Background: an optimization exercise with open tools, aiming at small area, a short achievable clock period and few clock cycles. Do not read the settings as production practice. In this exercise RTL edits were held to simulation tests only and were not proved equivalent to the original. Power figures rest on the tool's default switching activity, not on a simulated workload.

==> flow/constraint.sdc <==
create_clock -name core_clock -period 70.0 [get_ports {wire_clock}]
set_input_delay 14.0000 -clock core_clock [delete_from_list [all_inputs] [get_ports {wire_clock}]]
set_output_delay 14.0000 -clock core_clock [all_outputs]
set_load 0.01 [all_outputs]
==> flow/design.v <==
module alu_v32_5(op, ir_lo, X, Y, FR, m2, W, div_active, cnt, kb, SP,
                 res, fr_new, wr_rd, wr_m2, div_stall, w_next, m2_next, cnt_next);
   input  wire [5:0]   op;           
   input  wire [9:0]   ir_lo;        
   input  wire [31:0]  X;
   input  wire [31:0]  Y;
   input  wire [15:0]  FR;
   input  wire [31:0]  m2;           
   input  wire [31:0]  W;            
   input  wire         div_active;
   input  wire [4:0]   cnt;
   input  wire [7:0]   kb;
   input  wire [15:0]  SP;
   output reg  [31:0]  res;          
   output reg  [15:0]  fr_new;
   output reg          wr_rd;        
   output reg          wr_m2;        
   output wire         div_stall;    
   output wire [31:0]  w_next;
   output wire [31:0]  m2_next;
   output wire [4:0]   cnt_next;
   localparam OP_ADD = 6'b100000, OP_SUB = 6'b100001, OP_MUL = 6'b100010,
              OP_DIV = 6'b100011, OP_MOD = 6'b100101, OP_INC = 6'b100100,
              OP_CMP = 6'b010110, OP_AND = 6'b010010, OP_OR  = 6'b010011,
              OP_XOR = 6'b010100, OP_NOT = 6'b010101, OP_SHF = 6'b010000,
              OP_MOV = 6'b110011, OP_INCH = 6'b110101;
   wire is_add = (op == OP_ADD);
   wire is_sub = (op == OP_SUB);
   wire is_cmp = (op == OP_CMP);
   wire is_inc = (op == OP_INC);
   wire is_div = (op == OP_DIV) | (op == OP_MOD);
   wire dec    = ir_lo[6];
   wire k      = ir_lo[0] & FR[11] & (is_add | is_sub);
   wire        b_inv = is_sub | is_cmp;
   wire [31:0] b_op  = is_inc ? {32{dec}} : (b_inv ? ~Y : Y);
   wire        c_in  = b_inv | (is_inc & ~dec);
   wire [33:0] sum   = {2'b0, X} + {2'b0, b_op} + {33'b0, c_in} + {33'b0, k};
   wire        x_ones  = &X;
   wire        sub_neg = ~(sum[32] | sum[33]) | (x_ones & k & (|Y));
   wire        add_c   = |sum[33:16];
   wire [16:0] p17 = X[15:0] * Y[15:0];
   wire [15:0] y_suf;    
   genvar gi;
   generate
      for (gi = 0; gi < 16; gi = gi + 1) begin : g_suf
         assign y_suf[gi] = |Y[15:gi];
      end
   endgenerate
   reg hipp;
   integer ii;
   always @(*) begin
      hipp = 1'b0;
      for (ii = 1; ii < 16; ii = ii + 1)
         hipp = hipp | (X[ii] & y_suf[16-ii]);
   end
   wire x_nz = |X;
   wire y_nz = |Y;
   wire mul_o = ((|X[31:16]) & y_nz) | ((|Y[31:16]) & x_nz) | hipp | p17[16];
   wire [3:0]  n    = ir_lo[3:0];
   wire [2:0]  mode = ir_lo[6:4];
   wire [4:0]  r_amt = (mode[2:1] == 2'b01) ? {1'b0, n} :
                       (mode[2:1] == 2'b10) ? (5'd15 - {1'b0, n}) : (5'd16 - {1'b0, n});
   wire [31:0] rsh = X >> r_amt;
   function [5:0] blen(input [31:0] v);
      integer j;
      begin
         blen = 6'd0;
         for (j = 0; j < 32; j = j + 1)
            if (v[j]) blen = j + 1;
      end
   endfunction
   wire [5:0]  bl_x  = blen(X);
   wire [5:0]  bl_y  = blen(Y);
   wire        q_any = (bl_x >= bl_y);           
   wire [5:0]  i0    = bl_x - bl_y;
   wire [4:0]  di    = div_active ? cnt : i0[4:0];
   wire        use_d = is_div;
   wire [31:0] l_in  = use_d ? Y : X;
   wire [4:0]  l_amt = use_d ? di : {1'b0, n};
   wire [31:0] lsh   = l_in << l_amt;
   reg [31:0] sh_res;
   always @(*) begin
      case (mode[2:1])
        2'b00: sh_res = lsh;
        2'b01: sh_res = rsh;
        2'b10: sh_res = {16'h0, lsh[15:0]} | rsh;
        default: sh_res = {16'h0, lsh[15:0] | rsh[15:0]};
      endcase
   end
   wire        dz    = ~y_nz;
   wire [31:0] r_cur = div_active ? W : X;
   wire [31:0] q_cur = div_active ? m2 : 32'h0;
   wire [32:0] dsub  = {1'b0, r_cur} - {1'b0, lsh};
   wire        q_bit = ~dsub[32];
   wire [31:0] r_nx  = q_bit ? dsub[31:0] : r_cur;
   wire [31:0] q_nx  = {q_cur[30:0], q_bit};
   wire        d_run = div_active | (~dz & q_any);    
   wire        d_last = (di == 5'd0);
   assign div_stall = is_div & d_run & ~d_last;
   assign w_next    = r_nx;
   assign m2_next   = q_nx;
   assign cnt_next  = di - 5'd1;
   wire [31:0] div_q = dz ? m2 : (d_run ? q_nx : 32'h0);
   wire [31:0] div_r = dz ? m2 : (d_run ? r_nx : X);
   reg [31:0] pre;
   always @(*) begin
      pre    = 32'h0;
      wr_rd  = 1'b0;
      wr_m2  = 1'b0;
      fr_new = FR;
      case (op)
        OP_ADD: begin pre = {16'h0, sum[15:0]}; wr_rd = 1'b1; wr_m2 = 1'b1; fr_new[11] = add_c; end
        OP_SUB: begin pre = {16'h0, sum[15:0]}; wr_rd = 1'b1; wr_m2 = 1'b1; fr_new[6] = sub_neg; end
        OP_MUL: begin pre = {16'h0, p17[15:0]}; wr_rd = 1'b1; wr_m2 = 1'b1; fr_new[10] = mul_o; end
        OP_DIV: begin pre = div_q; wr_rd = 1'b1; wr_m2 = 1'b1; fr_new[9] = dz; end
        OP_MOD: begin pre = div_r; wr_rd = 1'b1; wr_m2 = 1'b1; fr_new[9] = dz; end
        OP_INC: begin pre = sum[31:0]; wr_rd = 1'b1; wr_m2 = 1'b1; end
        OP_AND: begin pre = X & Y; wr_rd = 1'b1; wr_m2 = 1'b1; end
        OP_OR:  begin pre = X | Y; wr_rd = 1'b1; wr_m2 = 1'b1; end
        OP_XOR: begin pre = X ^ Y; wr_rd = 1'b1; wr_m2 = 1'b1; end
        OP_NOT: begin pre = ~X; wr_rd = 1'b1; wr_m2 = 1'b1; end
        OP_SHF: begin pre = sh_res; wr_rd = 1'b1; wr_m2 = 1'b1; end
        OP_CMP: begin
           fr_new[15:13] = (sum[31:0] == 32'h0) ? 3'b001 : (sum[32] ? 3'b100 : 3'b010);
        end
        OP_MOV: begin
           pre   = ir_lo[0] ? {16'h0, SP} : X;
           wr_rd = ~(ir_lo[0] & ir_lo[1]);
        end
        OP_INCH: begin pre = {24'h0, kb}; wr_rd = 1'b1; end
        default: ;
      endcase
      case (op)
        OP_ADD, OP_SUB, OP_MUL, OP_DIV, OP_MOD, OP_AND, OP_OR, OP_XOR, OP_NOT:
          fr_new[12] = (pre == 32'h0);
        default: ;
      endcase
      res = (is_sub & sub_neg) ? 32'h0 : pre;
   end
endmodule
module control_unit_v(wire_clock, wire_reset, bus_RAM_DATA_IN, bus_RAM_DATA_OUT,
                      bus_RAM_ADDRESS, wire_RW, bus_keyboard, videoflag, bus_vga_pos,
                      bus_vga_char);
   input  wire         wire_clock;
   input  wire         wire_reset;
   input  wire [31:0]  bus_RAM_DATA_IN;
   output reg  [31:0]  bus_RAM_DATA_OUT;
   output reg  [31:0]  bus_RAM_ADDRESS;
   output wire         wire_RW;
   input  wire [7:0]   bus_keyboard;
   output wire         videoflag;
   output wire [15:0]  bus_vga_pos;
   output wire [15:0]  bus_vga_char;
   localparam PH_F = 2'd0, PH_I = 2'd1, PH_D = 2'd2, PH_W = 2'd3;
   localparam OP_LOAD = 6'b110000, OP_STORE = 6'b110001, OP_LOADN = 6'b111000,
              OP_LOADI = 6'b111100, OP_STOREI = 6'b111101, OP_MOV = 6'b110011,
              OP_OUTC = 6'b110010, OP_PUSH = 6'b000101, OP_POP = 6'b000110,
              OP_JMP = 6'b000010, OP_CALL = 6'b000011, OP_RTS = 6'b000100;
   reg [1:0]   phase;
   reg         ex_valid;      
   reg [15:0]  IR;
   reg [15:0]  PC;
   reg [15:0]  SP;
   reg [15:0]  FR;
   reg [31:0]  m2;            
   reg [31:0]  W;             
   reg         div_active;
   reg [4:0]   cnt;
   reg [31:0]  Rn [0:7];
   wire [5:0]  op = IR[15:10];
   wire [2:0]  rd = IR[9:7];
   wire [2:0]  rs = IR[6:4];
   wire [2:0]  rt = IR[3:1];
   wire x_rd = (op == 6'b010110) | (op == 6'b100100) | (op == 6'b010000) |
               (op == OP_STORE) | (op == OP_PUSH) | ((op == OP_MOV) & IR[1] & IR[0]);
   wire alu2 = (op == 6'b100000) | (op == 6'b100001) | (op == 6'b100010) |
               (op == 6'b100011) | (op == 6'b100101) | (op == 6'b010010) |
               (op == 6'b010011) | (op == 6'b010100);
   wire [2:0]  xi = x_rd ? rd : rs;
   wire [2:0]  yi = alu2 ? rt : ((op == 6'b010110) ? rs : rd);
   wire [31:0] X = Rn[xi];
   wire [31:0] Y = Rn[yi];
   wire [31:0] res;
   wire [15:0] fr_new;
   wire        wr_rd, wr_m2, div_stall;
   wire [31:0] w_next, m2_next;
   wire [4:0]  cnt_next;
   alu_v32_5 alu(.op(op), .ir_lo(IR[9:0]), .X(X), .Y(Y), .FR(FR), .m2(m2), .W(W),
                 .div_active(div_active), .cnt(cnt), .kb(bus_keyboard), .SP(SP),
                 .res(res), .fr_new(fr_new), .wr_rd(wr_rd), .wr_m2(wr_m2),
                 .div_stall(div_stall), .w_next(w_next), .m2_next(m2_next),
                 .cnt_next(cnt_next));
   wire ex     = (phase == PH_F) & ex_valid;
   wire stall  = ex & div_stall;
   wire [15:0] fr_cur = ex ? fr_new : FR;    
   wire [15:0] din16 = bus_RAM_DATA_IN[15:0];
   function cond_f(input [3:0] c, input [15:0] f);
      case (c)
        4'b0000: cond_f = 1'b1;
        4'b0001: cond_f = f[13];
        4'b0010: cond_f = ~f[13];
        4'b0011: cond_f = f[12];
        4'b0100: cond_f = ~f[12];
        4'b0101: cond_f = f[11];
        4'b0110: cond_f = ~f[11];
        4'b0111: cond_f = f[15];
        4'b1000: cond_f = f[14];
        4'b1001: cond_f = f[15] | f[13];
        4'b1010: cond_f = f[14] | f[13];
        4'b1011: cond_f = f[10];
        4'b1100: cond_f = ~f[10];
        4'b1101: cond_f = f[6];
        4'b1110: cond_f = f[9];
        default: cond_f = 1'b0;
      endcase
   endfunction
   wire f_cond = cond_f(din16[9:6], fr_cur);
   wire c_cond = cond_f(IR[9:6], FR);
   wire [15:0] sp_inc = SP + 16'h0001;
   always @(*) begin
      case (phase)
        PH_D: case (op)
                 OP_LOAD:  bus_RAM_ADDRESS = {16'h0, W[15:0]};
                 OP_LOADI: bus_RAM_ADDRESS = X;
                 default:  bus_RAM_ADDRESS = {16'h0, sp_inc};
              endcase
        PH_W: case (op)
                 OP_STORE:  bus_RAM_ADDRESS = {16'h0, W[15:0]};
                 OP_STOREI: bus_RAM_ADDRESS = Y;
                 default:   bus_RAM_ADDRESS = {16'h0, SP};
              endcase
        default: bus_RAM_ADDRESS = {16'h0, PC};
      endcase
      case (op)
        OP_CALL: bus_RAM_DATA_OUT = {16'h0, PC};
        OP_PUSH: bus_RAM_DATA_OUT = IR[6] ? {16'h0, FR} : X;
        default: bus_RAM_DATA_OUT = X;
      endcase
   end
   assign wire_RW      = (phase == PH_W);
   assign videoflag    = ex & (op == OP_OUTC);
   assign bus_vga_pos  = X[15:0];
   assign bus_vga_char = {Y[15:12], Y[11:8] ^ {4{(Y[11:8] == 4'h0) | (Y[11:8] == 4'hf)}}, Y[7:0]};
   wire load_wr = ((phase == PH_I) & (op == OP_LOADN)) |
                  ((phase == PH_D) & ((op == OP_LOAD) | (op == OP_LOADI) |
                                      ((op == OP_POP) & ~IR[6])));
   always @(posedge wire_clock) begin
      if (!wire_reset) begin
         if (load_wr)                   Rn[rd] <= bus_RAM_DATA_IN;
         else if (ex & wr_rd & ~stall)  Rn[rd] <= res;
      end
   end
   wire [5:0] fop = din16[15:10];
   wire f_multi = (fop == OP_LOAD) | (fop == OP_STORE) | (fop == OP_LOADN) |
                  (fop == OP_LOADI) | (fop == OP_STOREI) | (fop == OP_PUSH) |
                  (fop == OP_POP) | (fop == OP_JMP) | (fop == OP_CALL) | (fop == OP_RTS);
   reg [1:0] f_phase;
   always @(*) begin
      case (fop)
        OP_LOAD, OP_STORE, OP_LOADN: f_phase = PH_I;
        OP_JMP:                      f_phase = f_cond ? PH_I : PH_F;
        OP_LOADI, OP_POP, OP_RTS:    f_phase = PH_D;
        OP_STOREI, OP_PUSH, OP_CALL: f_phase = PH_W;
        default:                     f_phase = PH_F;
      endcase
   end
   wire f_skip = (fop == OP_JMP) & ~f_cond;
   always @(posedge wire_clock) begin
      if (phase == PH_I) W <= bus_RAM_DATA_IN;
      else if (stall)    W <= w_next;
      if (stall) cnt <= cnt_next;
   end
   always @(posedge wire_clock) begin
      if (wire_reset) begin
         phase      <= PH_F;
         ex_valid   <= 1'b0;
         PC         <= 16'h0000;
         SP         <= 16'h7ffc;
         FR         <= 16'h0000;
         m2         <= 32'h0;
         div_active <= 1'b0;
      end else begin
         if (ex) begin
            FR <= fr_new;
            if (stall)      m2 <= m2_next;
            else if (wr_m2) m2 <= res;
            if (op == OP_MOV && IR[1] && IR[0]) SP <= X[15:0];
         end
         div_active <= stall;
         case (phase)
           PH_F: if (!stall) begin
              IR       <= din16;
              ex_valid <= ~f_multi;
              phase    <= f_phase;
              PC       <= PC + (f_skip ? 16'h0002 : 16'h0001);
           end
           PH_I: begin
              phase <= (op == OP_LOAD) ? PH_D : (op == OP_STORE) ? PH_W : PH_F;
              if (op == OP_JMP || op == OP_CALL) PC <= din16;
              else                                PC <= PC + 16'h0001;
           end
           PH_D: begin
              phase <= PH_F;
              if (op == OP_POP || op == OP_RTS) SP <= sp_inc;
              if (op == OP_POP && IR[6])        FR <= din16;
              if (op == OP_RTS)                 PC <= din16 + 16'h0001;
           end
           PH_W: begin
              phase <= PH_F;
              if (op == OP_PUSH) SP <= SP - 16'h0001;
              if (op == OP_CALL) begin
                 if (c_cond) begin
                    phase <= PH_I;
                    SP    <= SP - 16'h0001;
                 end else begin
                    PC <= PC + 16'h0001;
                 end
              end
           end
         endcase
      end
   end
endmodule
module  cpu_v32_5(wire_clock, wire_reset, bus_RAM_DATA_IN, bus_RAM_DATA_OUT, bus_RAM_ADDRESS,
                  wire_RW, bus_keyboard, videoflag, bus_vga_pos, bus_vga_char);
   input  wire         wire_clock;
   input  wire         wire_reset;
   input  wire [31:0]  bus_RAM_DATA_IN;
   output wire [31:0]  bus_RAM_DATA_OUT;
   output wire [31:0]  bus_RAM_ADDRESS;
   output wire         wire_RW;
   input  wire [7:0]   bus_keyboard;
   output wire         videoflag;
   output wire [15:0]  bus_vga_pos;
   output wire [15:0]  bus_vga_char;
   control_unit_v control_v_dut(wire_clock, wire_reset, bus_RAM_DATA_IN, bus_RAM_DATA_OUT,
                                bus_RAM_ADDRESS, wire_RW, bus_keyboard, videoflag, bus_vga_pos,
                                bus_vga_char);
endmodule
==> flow/config.mk <==
export PLATFORM = sky130hd
export DESIGN_NAME = cpu_v32_5
export DESIGN_NICKNAME = cpu_v32_5
export VERILOG_FILES = /design/flow/design.v
export SDC_FILE = /design/flow/constraint.sdc
export NUM_CORES = 4
export LEC_CHECK = 0
export CAP_MARGIN = 40
export CORE_MARGIN = 2
export CORE_UTILIZATION = 32
export PLACE_DENSITY = 0.5
export SLEW_MARGIN = 30
==> flow/run.sh <==
#!/bin/bash
# synth_recipe.tcl (not shown) runs the flow's synth.tcl, then flattens the netlist and writes it again
# the make line also repeats each setting of config.mk as NAME=value (left out here)
make -C /OpenROAD-flow-scripts/flow DESIGN_CONFIG=/design/flow/config.mk WORK_HOME=/design/flow/orfs CLKGATE_MAP_FILE= SYNTH_SCRIPT=/design/flow/synth_recipe.tcl finish
==> impl_metrics.py, run 1 <==
metrics = {
    "pwr": {
        "p_seq_share_pct": 13.7,
        "worst_ir_drop_vdd_mv": 0.0631,
        "p_leak_nw": 18.0,
        "finalPower_mw": 1.96,
        "power_frac_clock_pct": 14.1,
        "internal-power_mw": 0.958,
        "pwr-share-comb_pct": 72.2,
        "swShare_pct": 51.0,
        "p_sw_mw": 0.997,
        "power.density_nw_per_um2": 40.5,
    },
    "global_routing": {
        "grt_max_degree": 70,
        "track_usage_pct": 36.6,
        "antenna_found_initial": 17,
        "grt_pass1_vias": 42803,
        "gr-total-overflow": 0,
        "grt_pass1_wl_um": 353000,
    },
    "sta": {
        "tns_ns": 0,
        "period_share_pct": 30.0,
        "hold_slack_ns": 0.456,
        "max_freq_mhz": 47.6,
        "period_needed_ns": 21.00,
        "max_slew.worst_pin.slew_ns": 1.03,
        "slew_headroom_pct": 30.9,
        "fin_worst_skew_ns": 0.0563,
        "hold_viol": 0,
        "finalWorstSetupSlack_ns": 49.00,
        "timing.final.max_slew_violations": 0,
        "setup_viol": 0,
        "rsz0062_at_grt": "false",
    },
    "layout": {
        "fin_nets": 5594,
        "layout_common_cells": "nand2_1, nor2_1, o21ai_0",
        "fin_area_um2": 48300,
        "drive_gt1_share_pct": 10.8,
        "syn2layout_area_growth_pct": 14.0,
        "mostFrequentLayoutCell": "nand2_1",
    },
    "placed_design": {
        "port-buffer-count": 139,
        "hpwlAfterDp_um": 189000,
        "preCtsSetupSlack_ns": 49.48,
        "dpl_cell_area_um2": 46400,
        "place.gp.congestion": 1.07,
    },
    "cts": {
        "cts_root_buf": "clkbuf_16",
        "cts_tree": "built",
        "cts.htree.levels": 2,
        "cts_resized": 0,
        "ctsHoldBuffers": 0,
        "clk-insertion-delay-late_ns": 0.69,
        "clock-sinks": 393,
        "cts.clk_slew.worst_paths_ns": 0.06,
        "cts_made_buffers": 50,
        "clock_path_buffers": 3,
        "post_cts_buffers": 0,
    },
    "floorplanning": {
        "coreArea_um2": 131000,
        "die_area_um2": 135000,
        "die_width_um": 368,
        "start_util_pct": 32.2,
        "ios": 140,
        "row_count": 133,
        "die_h_um": 368,
    },
    "drt": {
        "avgRoutedWirePerCell_um": 36.6,
        "vias": 46628,
        "ant_nets": 0,
        "wirelength_um": 258000,
        "vias_per_cell": 6.63,
        "dr.first_iter.drc_count": 7603,
        "drc": 0,
        "dr.pass1.iters": 13,
    },
    "synthesis": {
        "ys_seq_area_share_pct": 25.9,
        "synth_edf_count": 309,
        "syn_avg_cell_area_um2": 8.11,
        "synthFlopType": "edfxtp_1",
        "ys_top_cells_by_area": "edfxtp_1, ha_1, nand2_1",
        "async_reset_ff_share_pct": 0,
        "syn_area_um2": 42300,
        "synthDistinctLibCells": 116,
        "synth_fp_nets": 5586,
        "netlist_instances": 5221,
        "ys_ff_latch": 393,
        "synthDominantCellAreaShare_pct": 21.9,
        "ys_warn_count": 2,
        "synth_top_cell_by_area": "edfxtp_1",
    },
    "critical_path": {
        "arrival_ns": 7.00,
        "start_kind": "flip-flop",
        "criticalPathCategory": "flip-flop to output port",
        "crit_fanout": 65,
        "worst_setup_path_end_kind": "output port",
        "r2r_slack_ns": 50.21,
        "required_ns": 56.00,
        "r2r-start": "control_v_dut.IR[10]",
        "crit_start": "control_v_dut.IR[10]",
    },
    "worst_hold_path": {
        "hold_path_class": "flip-flop to flip-flop",
        "hold_start": "control_v_dut.FR[5]",
    },
    "flow_run": {
        "drv_cap": 0,
    },
    "status": {
        "status": "timing/DRC/antenna clean",
    },
}
[state kept, by name (all words and copies together), names as in the netlist]
name and count:
control_v_dut.div_active 1, control_v_dut.PC 16, control_v_dut.Rn 256, control_v_dut.IR 16, control_v_dut.m2 32, control_v_dut.phase 2, control_v_dut.ex_valid 1, control_v_dut.W 32
control_v_dut.cnt 5, control_v_dut.SP 16, control_v_dut.FR 16
[final cells by class]
cell class | instances | area (um^2)
diodes | 5 | 12.5
clock buffers | 59 | 1280
clock inverters | 34 | 435
fillers | 13738 | 83200
inverters | 258 | 968
multi-input cells | 4119 | 28900
flip-flops and latches | 393 | 11000
well taps | 1755 | 2200
repair buffers | 407 | 3450
[worst max-delay path, stage by stage (launching register included)]
cell	delay [ns]
edfxtp_1	0.74
xnor2_1	0.48
mux2i_1	0.48
nand4_4	0.64
nand3_4	0.84
buf_4	0.77
mux2i_1	0.23
a2111oi_4	0.38
buf_4	0.39
clkinv_1	0.45
o21ai_0	0.29
clkdlybuf4s50_1	0.58
[cells in the mapped netlist, types with 23 or more instances]
cell type  number
nand2_1       571
nor2_1        465
o21ai_0       408
clkbuf_1      343
edfxtp_1      309
a21oi_1       286
inv_1         238
ha_1          224
a211oi_1      173
nand3_1       148
xnor2_1       118
o22ai_1       117
and3_1        110
mux2i_1       109
and4_1        106
fa_1           99
nor3_1         85
a22oi_1        84
dfxtp_1        84
o211ai_1       77
a2111oi_0      63
a221oi_1       56
a21o_1         55
nor4_1         55
buf_2          51
mux2_2         51
xor2_1         50
a31oi_1        45
nand2b_1       38
nand4_1        33
o2111ai_1      27
o221ai_1       27
buf_1          23
[path summary, 6_finish.rpt]
check,endpoint,cells past startpoint
worst max-delay path,bus_RAM_ADDRESS[15],11
worst min-delay path,control_v_dut.FR[5],2
worst max register to register,control_v_dut.PC[14],65
worst min register to register,control_v_dut.FR[5],2
[power by group through the flow]
stage	logic [mW]	registers [mW]	clock network, mW
floorplan	0.915	0.268	0
global placement	1.36	0.272	0
detailed placement	1.37	0.272	0
CTS	1.38	0.267	0.277
global route	1.52	0.268	0.284
finish	1.41	0.268	0.275
[stage by stage]
step           utilization, %  instances
2_1_floorplan               -       5221
3_5_place_dp             35.3       6919
4_1_cts                  36.6       7012
5_1_grt                  36.7       7026
3_3_place_gp             35.1       6892
6_report                 36.7       7030
[layer usage]
metal  share of wire [%]  wire length [um]  GRT usage (%)
met5               0.021                53              0
met4                 6.7             17200           20.7
met3                  12             29800           9.65
met2                  41            106000           52.6
met1                  41            105000           49.4
[logic make-up after synthesis]
group	Yosys count	share of synthesized area, %
and+or+nand+nor	1764	20.5
AOI/OAI and AO/OA	1684	27.1
buffers and inverters	709	6.85
DFF	393	25.9
adders and majority gates	323	11.3
muxes	177	4.80
xor gates and xnor gates	171	3.63
Testbench counts, summed over its fixed seeds: cycles 68,759.
==> run 2: changes to the inputs <==
--- a/flow/design.v
+++ b/flow/design.v
@@ -70,12 +70,16 @@
       end
    endfunction
-   wire [5:0]  bl_x  = blen(X);
-   wire [5:0]  bl_y  = blen(Y);
-   wire        q_any = (bl_x >= bl_y);           
-   wire [5:0]  i0    = bl_x - bl_y;
-   wire [4:0]  di    = div_active ? cnt : i0[4:0];
+   reg [31:0] y_pre;    
+   integer jj;
+   always @(*) begin
+      y_pre[31] = Y[31];
+      for (jj = 30; jj >= 0; jj = jj - 1)
+         y_pre[jj] = y_pre[jj+1] | Y[jj];
+   end
+   wire        x_longer = |(X & ~y_pre);           
+   wire [5:0]  i0    = blen(X) - blen(Y);
    wire        use_d = is_div;
    wire [31:0] l_in  = use_d ? Y : X;
-   wire [4:0]  l_amt = use_d ? di : {1'b0, n};
+   wire [4:0]  l_amt = use_d ? cnt : {1'b0, n};
    wire [31:0] lsh   = l_in << l_amt;
    reg [31:0] sh_res;
@@ -91,16 +95,15 @@
    wire [31:0] r_cur = div_active ? W : X;
    wire [31:0] q_cur = div_active ? m2 : 32'h0;
-   wire [32:0] dsub  = {1'b0, r_cur} - {1'b0, lsh};
+   wire [31:0] d_cur = div_active ? lsh : Y;
+   wire [32:0] dsub  = {1'b0, r_cur} - {1'b0, d_cur};
    wire        q_bit = ~dsub[32];
    wire [31:0] r_nx  = q_bit ? dsub[31:0] : r_cur;
    wire [31:0] q_nx  = {q_cur[30:0], q_bit};
-   wire        d_run = div_active | (~dz & q_any);    
-   wire        d_last = (di == 5'd0);
-   assign div_stall = is_div & d_run & ~d_last;
-   assign w_next    = r_nx;
-   assign m2_next   = q_nx;
-   assign cnt_next  = di - 5'd1;
-   wire [31:0] div_q = dz ? m2 : (d_run ? q_nx : 32'h0);
-   wire [31:0] div_r = dz ? m2 : (d_run ? r_nx : X);
+   assign div_stall = is_div & (div_active ? (cnt != 5'd0) : (~dz & x_longer));
+   assign w_next    = div_active ? r_nx : X;
+   assign m2_next   = div_active ? q_nx : 32'h0;
+   assign cnt_next  = div_active ? (cnt - 5'd1) : i0[4:0];
+   wire [31:0] div_q = dz ? m2 : q_nx;
+   wire [31:0] div_r = dz ? m2 : r_nx;
    reg [31:0] pre;
    always @(*) begin
@@ -172,11 +175,19 @@
    wire [2:0]  rs = IR[6:4];
    wire [2:0]  rt = IR[3:1];
-   wire x_rd = (op == 6'b010110) | (op == 6'b100100) | (op == 6'b010000) |
-               (op == OP_STORE) | (op == OP_PUSH) | ((op == OP_MOV) & IR[1] & IR[0]);
-   wire alu2 = (op == 6'b100000) | (op == 6'b100001) | (op == 6'b100010) |
-               (op == 6'b100011) | (op == 6'b100101) | (op == 6'b010010) |
-               (op == 6'b010011) | (op == 6'b010100);
-   wire [2:0]  xi = x_rd ? rd : rs;
-   wire [2:0]  yi = alu2 ? rt : ((op == 6'b010110) ? rs : rd);
+   function [5:0] port_sel(input [15:0] w);
+      reg [5:0] o;
+      reg x_rd, alu2;
+      begin
+         o = w[15:10];
+         x_rd = (o == 6'b010110) | (o == 6'b100100) | (o == 6'b010000) |
+                (o == OP_STORE) | (o == OP_PUSH) | ((o == OP_MOV) & w[1] & w[0]);
+         alu2 = (o == 6'b100000) | (o == 6'b100001) | (o == 6'b100010) |
+                (o == 6'b100011) | (o == 6'b100101) | (o == 6'b010010) |
+                (o == 6'b010011) | (o == 6'b010100);
+         port_sel[2:0] = x_rd ? w[9:7] : w[6:4];
+         port_sel[5:3] = alu2 ? w[3:1] : ((o == 6'b010110) ? w[6:4] : w[9:7]);
+      end
+   endfunction
+   reg  [2:0]  xi, yi;
    wire [31:0] X = Rn[xi];
    wire [31:0] Y = Rn[yi];
@@ -193,5 +204,6 @@
    wire ex     = (phase == PH_F) & ex_valid;
    wire stall  = ex & div_stall;
-   wire [15:0] fr_cur = ex ? fr_new : FR;    
+   wire flags_late = ex & ((op == 6'b100010) | (op == 6'b100011) | (op == 6'b100101));
+   wire [15:0] fr_cur = ex ? fr_new : FR;
    wire [15:0] din16 = bus_RAM_DATA_IN[15:0];
    function cond_f(input [3:0] c, input [15:0] f);
@@ -259,5 +271,5 @@
       case (fop)
         OP_LOAD, OP_STORE, OP_LOADN: f_phase = PH_I;
-        OP_JMP:                      f_phase = f_cond ? PH_I : PH_F;
+        OP_JMP:                      f_phase = (f_cond | flags_late) ? PH_I : PH_F;
         OP_LOADI, OP_POP, OP_RTS:    f_phase = PH_D;
         OP_STOREI, OP_PUSH, OP_CALL: f_phase = PH_W;
@@ -265,5 +277,5 @@
       endcase
    end
-   wire f_skip = (fop == OP_JMP) & ~f_cond;
+   wire f_skip = (fop == OP_JMP) & ~f_cond & ~flags_late;
    always @(posedge wire_clock) begin
       if (phase == PH_I) W <= bus_RAM_DATA_IN;
@@ -291,4 +303,5 @@
            PH_F: if (!stall) begin
               IR       <= din16;
+              {yi, xi} <= port_sel(din16);
               ex_valid <= ~f_multi;
               phase    <= f_phase;
@@ -297,5 +310,5 @@
            PH_I: begin
               phase <= (op == OP_LOAD) ? PH_D : (op == OP_STORE) ? PH_W : PH_F;
-              if (op == OP_JMP || op == OP_CALL) PC <= din16;
+              if (op == OP_CALL || (op == OP_JMP && c_cond)) PC <= din16;
               else                                PC <= PC + 16'h0001;
            end
--- a/flow/config.mk
+++ b/flow/config.mk
@@ -6,7 +6,8 @@
 export NUM_CORES = 4
 export LEC_CHECK = 0
-export CAP_MARGIN = 40
+export ABC_CLOCK_PERIOD_IN_PS = 14000
+export CAP_MARGIN = 20
 export CORE_MARGIN = 2
-export CORE_UTILIZATION = 32
-export PLACE_DENSITY = 0.5
-export SLEW_MARGIN = 30
+export CORE_UTILIZATION = 50
+export PLACE_DENSITY = 0.6
+export SLEW_MARGIN = 20
==> impl_metrics.py, run 2 <==
metrics = {
    "pwr": {
        "worst_ir_drop_vdd_mv": 0.175,
        "p_leak_nw": 18.2,
        "finalPower_mw": 2.24,
        "p_sw_mw": 1.24,
        "power.density_nw_per_um2": 46.5,
        "power_frac_clock_pct": 11.6,
        "p_seq_share_pct": 12.6,
        "swShare_pct": 55.3,
        "internal-power_mw": 0.999,
        "pwr-share-comb_pct": 75.8,
    },
    "cts": {
        "cts.htree.levels": 2,
        "clk-insertion-delay-late_ns": 0.67,
        "cts_made_buffers": 46,
        "clock-sinks": 404,
        "cts_resized": 0,
        "ctsHoldBuffers": 0,
        "cts_tree": "built",
        "cts.clk_slew.worst_paths_ns": 0.06,
        "cts_root_buf": "clkbuf_16",
        "post_cts_buffers": 0,
        "clock_path_buffers": 3,
    },
    "floorplanning": {
        "start_util_pct": 50.7,
        "ios": 140,
        "die_h_um": 298,
        "row_count": 107,
        "die_width_um": 298,
        "coreArea_um2": 85400,
        "die_area_um2": 88900,
    },
    "layout": {
        "layout_common_cells": "nand2_1, nor2_1, a21oi_1",
        "finish.utilization_pct": 56.3,
        "regMostFlops": "control_v_dut.Rn",
        "fin_area_um2": 48100,
        "fillers": 7846,
        "final_cells": 6423,
        "drive_gt1_share_pct": 10.9,
        "top_regs": "control_v_dut.Rn: 256 flops, control_v_dut.W: 32 flops, control_v_dut.m2: 32 flops",
        "largest_register_ffs": 256,
        "syn2layout_area_growth_pct": 11.1,
        "fin_nets": 5584,
        "mostFrequentLayoutCell": "nand2_1",
    },
    "flow_run": {
        "drv_cap": 1,
    },
    "drt": {
        "dr.pass1.iters": 12,
        "avgRoutedWirePerCell_um": 37.1,
        "vias_per_cell": 7.50,
        "dr.first_iter.drc_count": 8881,
        "wirelength_um": 238000,
        "drc": 0,
        "vias": 48171,
        "ant_nets": 0,
    },
    "placed_design": {
        "dp.cells": 6316,
        "hpwlAfterDp_um": 175000,
        "port-buffer-count": 139,
        "dpl_cell_area_um2": 46400,
        "preCtsSetupSlack_ns": 49.55,
        "place.gp.congestion": 1.14,
    },
    "sta": {
        "period_needed_ns": 20.30,
        "fin_worst_skew_ns": 0.0492,
        "slew_headroom_pct": -2.98,
        "max_freq_mhz": 49.3,
        "hold_viol": 0,
        "tns_ns": 0,
        "setup_viol": 0,
        "max_slew.worst_pin.slew_ns": 1.51,
        "hold_slack_ns": 0.453,
        "period_share_pct": 29.0,
        "finalWorstSetupSlack_ns": 49.70,
        "rsz0062_at_grt": "false",
        "timing.final.max_slew_violations": 3,
    },
    "synthesis": {
        "ys_warn_count": 2,
        "syn_avg_cell_area_um2": 8.25,
        "synth_top_cell_by_area": "edfxtp_1",
        "yosysMostFrequentCell": "nand2_1",
        "synthDominantCellAreaShare_pct": 21.8,
        "synthFlopType": "edfxtp_1",
        "async_reset_ff_share_pct": 0,
        "ys_ff_latch": 404,
        "synthDistinctLibCells": 100,
        "netlist_instances": 5246,
        "ys_seq_area_share_pct": 25.9,
        "netlist_top_cells_count": "nand2_1, nor2_1, a21oi_1, o21ai_0, clkbuf_1",
        "ys_top_cells_by_area": "edfxtp_1, ha_1, nand2_1",
        "synth_fp_nets": 5610,
        "synth_edf_count": 314,
        "syn_area_um2": 43300,
    },
    "critical_path": {
        "crit_family": "simple AND/OR/NAND/NOR gates",
        "cp_slowest_cell": "a2111oi_0",
        "required_ns": 70.58,
        "criticalPathCategory": "primary input to flip-flop",
        "worst_setup_path_end_kind": "flip-flop",
        "r2r_slack_ns": 55.81,
        "start_kind": "primary input",
        "crit_fanout": 4,
        "slowest_delay_ns": 1.17,
        "arrival_ns": 20.88,
        "crit_chain": "clkdlybuf4s50_1 > a22oi_1 > o211ai_1 > a221o_1 > a2111oi_0 > and3_1 > nor4b_1 > and4b_1 > nand4b_1 > nor4_1 > nand4_1 > a2111oi_2 > a311oi_2 > nand2b_1 > ha_1 > inv_1 > fa_1 > or3_1 > or2_2 > nor2_1 > a21oi_1 > o311ai_0 > a22oi_1 > nor2_1",
        "critPathBufInv": 2,
    },
    "global_routing": {
        "grt_max_degree": 69,
        "track_usage_pct": 51.8,
        "grt_pass1_wl_um": 329000,
        "grt_pass1_vias": 43223,
        "gr-total-overflow": 0,
        "antenna_found_initial": 23,
    },
    "status": {
        "failed_checks": "capacitance limit, slew limit",
        "status": "failed layout checks",
    },
    "worst_hold_path": {
        "hold_path_class": "flip-flop to flip-flop",
    },
}
run 2: logic make-up (layout without fill, tap and decap cells):
kind of cell / count (synthesis) / in the layout / synth area share [%]
other cells: 0 / 22 / 0
xor+xnor: 178 / 178 / 3.63
simple gates: 1697 / 1697 / 17.7
fa+ha+maj: 324 / 324 / 11.1
flops: 404 / 404 / 25.9
buf+inv: 689 / 700 / 6.16
compound gates: 1588 / 1588 / 24.2
mux: 366 / 366 / 11.3
run 2: path summary, 6_finish.rpt:
check | end | start | cells after the start
max | control_v_dut.PC[12] | bus_keyboard[6] | 24
min | control_v_dut.FR[0] | control_v_dut.FR[0] | 2
max reg2reg | control_v_dut.PC[12] | flip-flop | 38
min reg2reg | control_v_dut.FR[0] | control_v_dut.FR[0] | 2
run 2: area by class of cell:
cell class | count | area [um^2] | area share [%]
diodes | 22 | 55.1 | 0.114
clock buffers | 53 | 1180 | 2.45
clock inverters | 32 | 398 | 0.827
inverters | 263 | 987 | 2.05
multi-input cells | 4153 | 29800 | 62.0
flip-flops and latches | 404 | 11300 | 23.4
well taps | 1144 | 1430 | 2.98
repair buffers | 352 | 2990 | 6.21
run 2: routing by layer:
metal  routed length, um  GRT usage (%)  share of wire, %  up-vias
li1                    -              -                 -    19518
met1               86100           65.9                36    23007
met2               91800           69.3                38     4525
met3               41300           25.0                17     1111
met4               19000           32.6               8.0       10
met5                 163          0.812             0.068        -
run 2: power groups by stage:
| stage | combinational (mW) | sequential, mW | clock, mW |
|---|---|---|---|
| finish | 1.69 | 0.282 | 0.260 |
| global route | 1.77 | 0.282 | 0.267 |
| CTS | 1.59 | 0.281 | 0.258 |
| detailed placement | 1.58 | 0.286 | 0 |
| global placement | 1.57 | 0.286 | 0 |
| floorplan | 1.02 | 0.275 | 0 |
run 2: tightest hold or removal path, stage by stage (launching register included):
cell and delay (ns):
dfxtp_1 0.31, nand2_1 0.05, a21oi_1 0.05
Testbench counts of run 2, summed over its fixed seeds: cycles 69,166.

-- port drivers added, routing unchanged --
The results above use ideal ports. As a check the final layouts listed here were re-extracted and re-timed, cells and wires unchanged.
Step 1 sets driving cells, clkbuf_16 on the clock port and buf_2 on the other inputs (assumed; they add their load-dependent delay and slew).
Step 2 adds t to the input delays and takes it off the output delays; t is the mean of the earliest and latest rising clock arrival at the registers after step 1. Input paths then give back, and output paths get back, about the clock's delay inside the block.
Slacks: ideal ports / drivers / drivers and shift; pairs: ideal ports / drivers.
| run | t (ns) | setup slack, ns | worst register clock-pin slew, ns |
|---|---|---|---|
| run 1 | 0.736 | 48.997 / 48.919 / 49.291 | 0.07 / 0.07 |
| run 2 | 0.722 | 49.696 / 49.750 / 49.027 | 0.08 / 0.08 |
The setup slack of run 2, which loses most, moves by +0.054 ns with the drivers and by -0.669 ns with both steps.
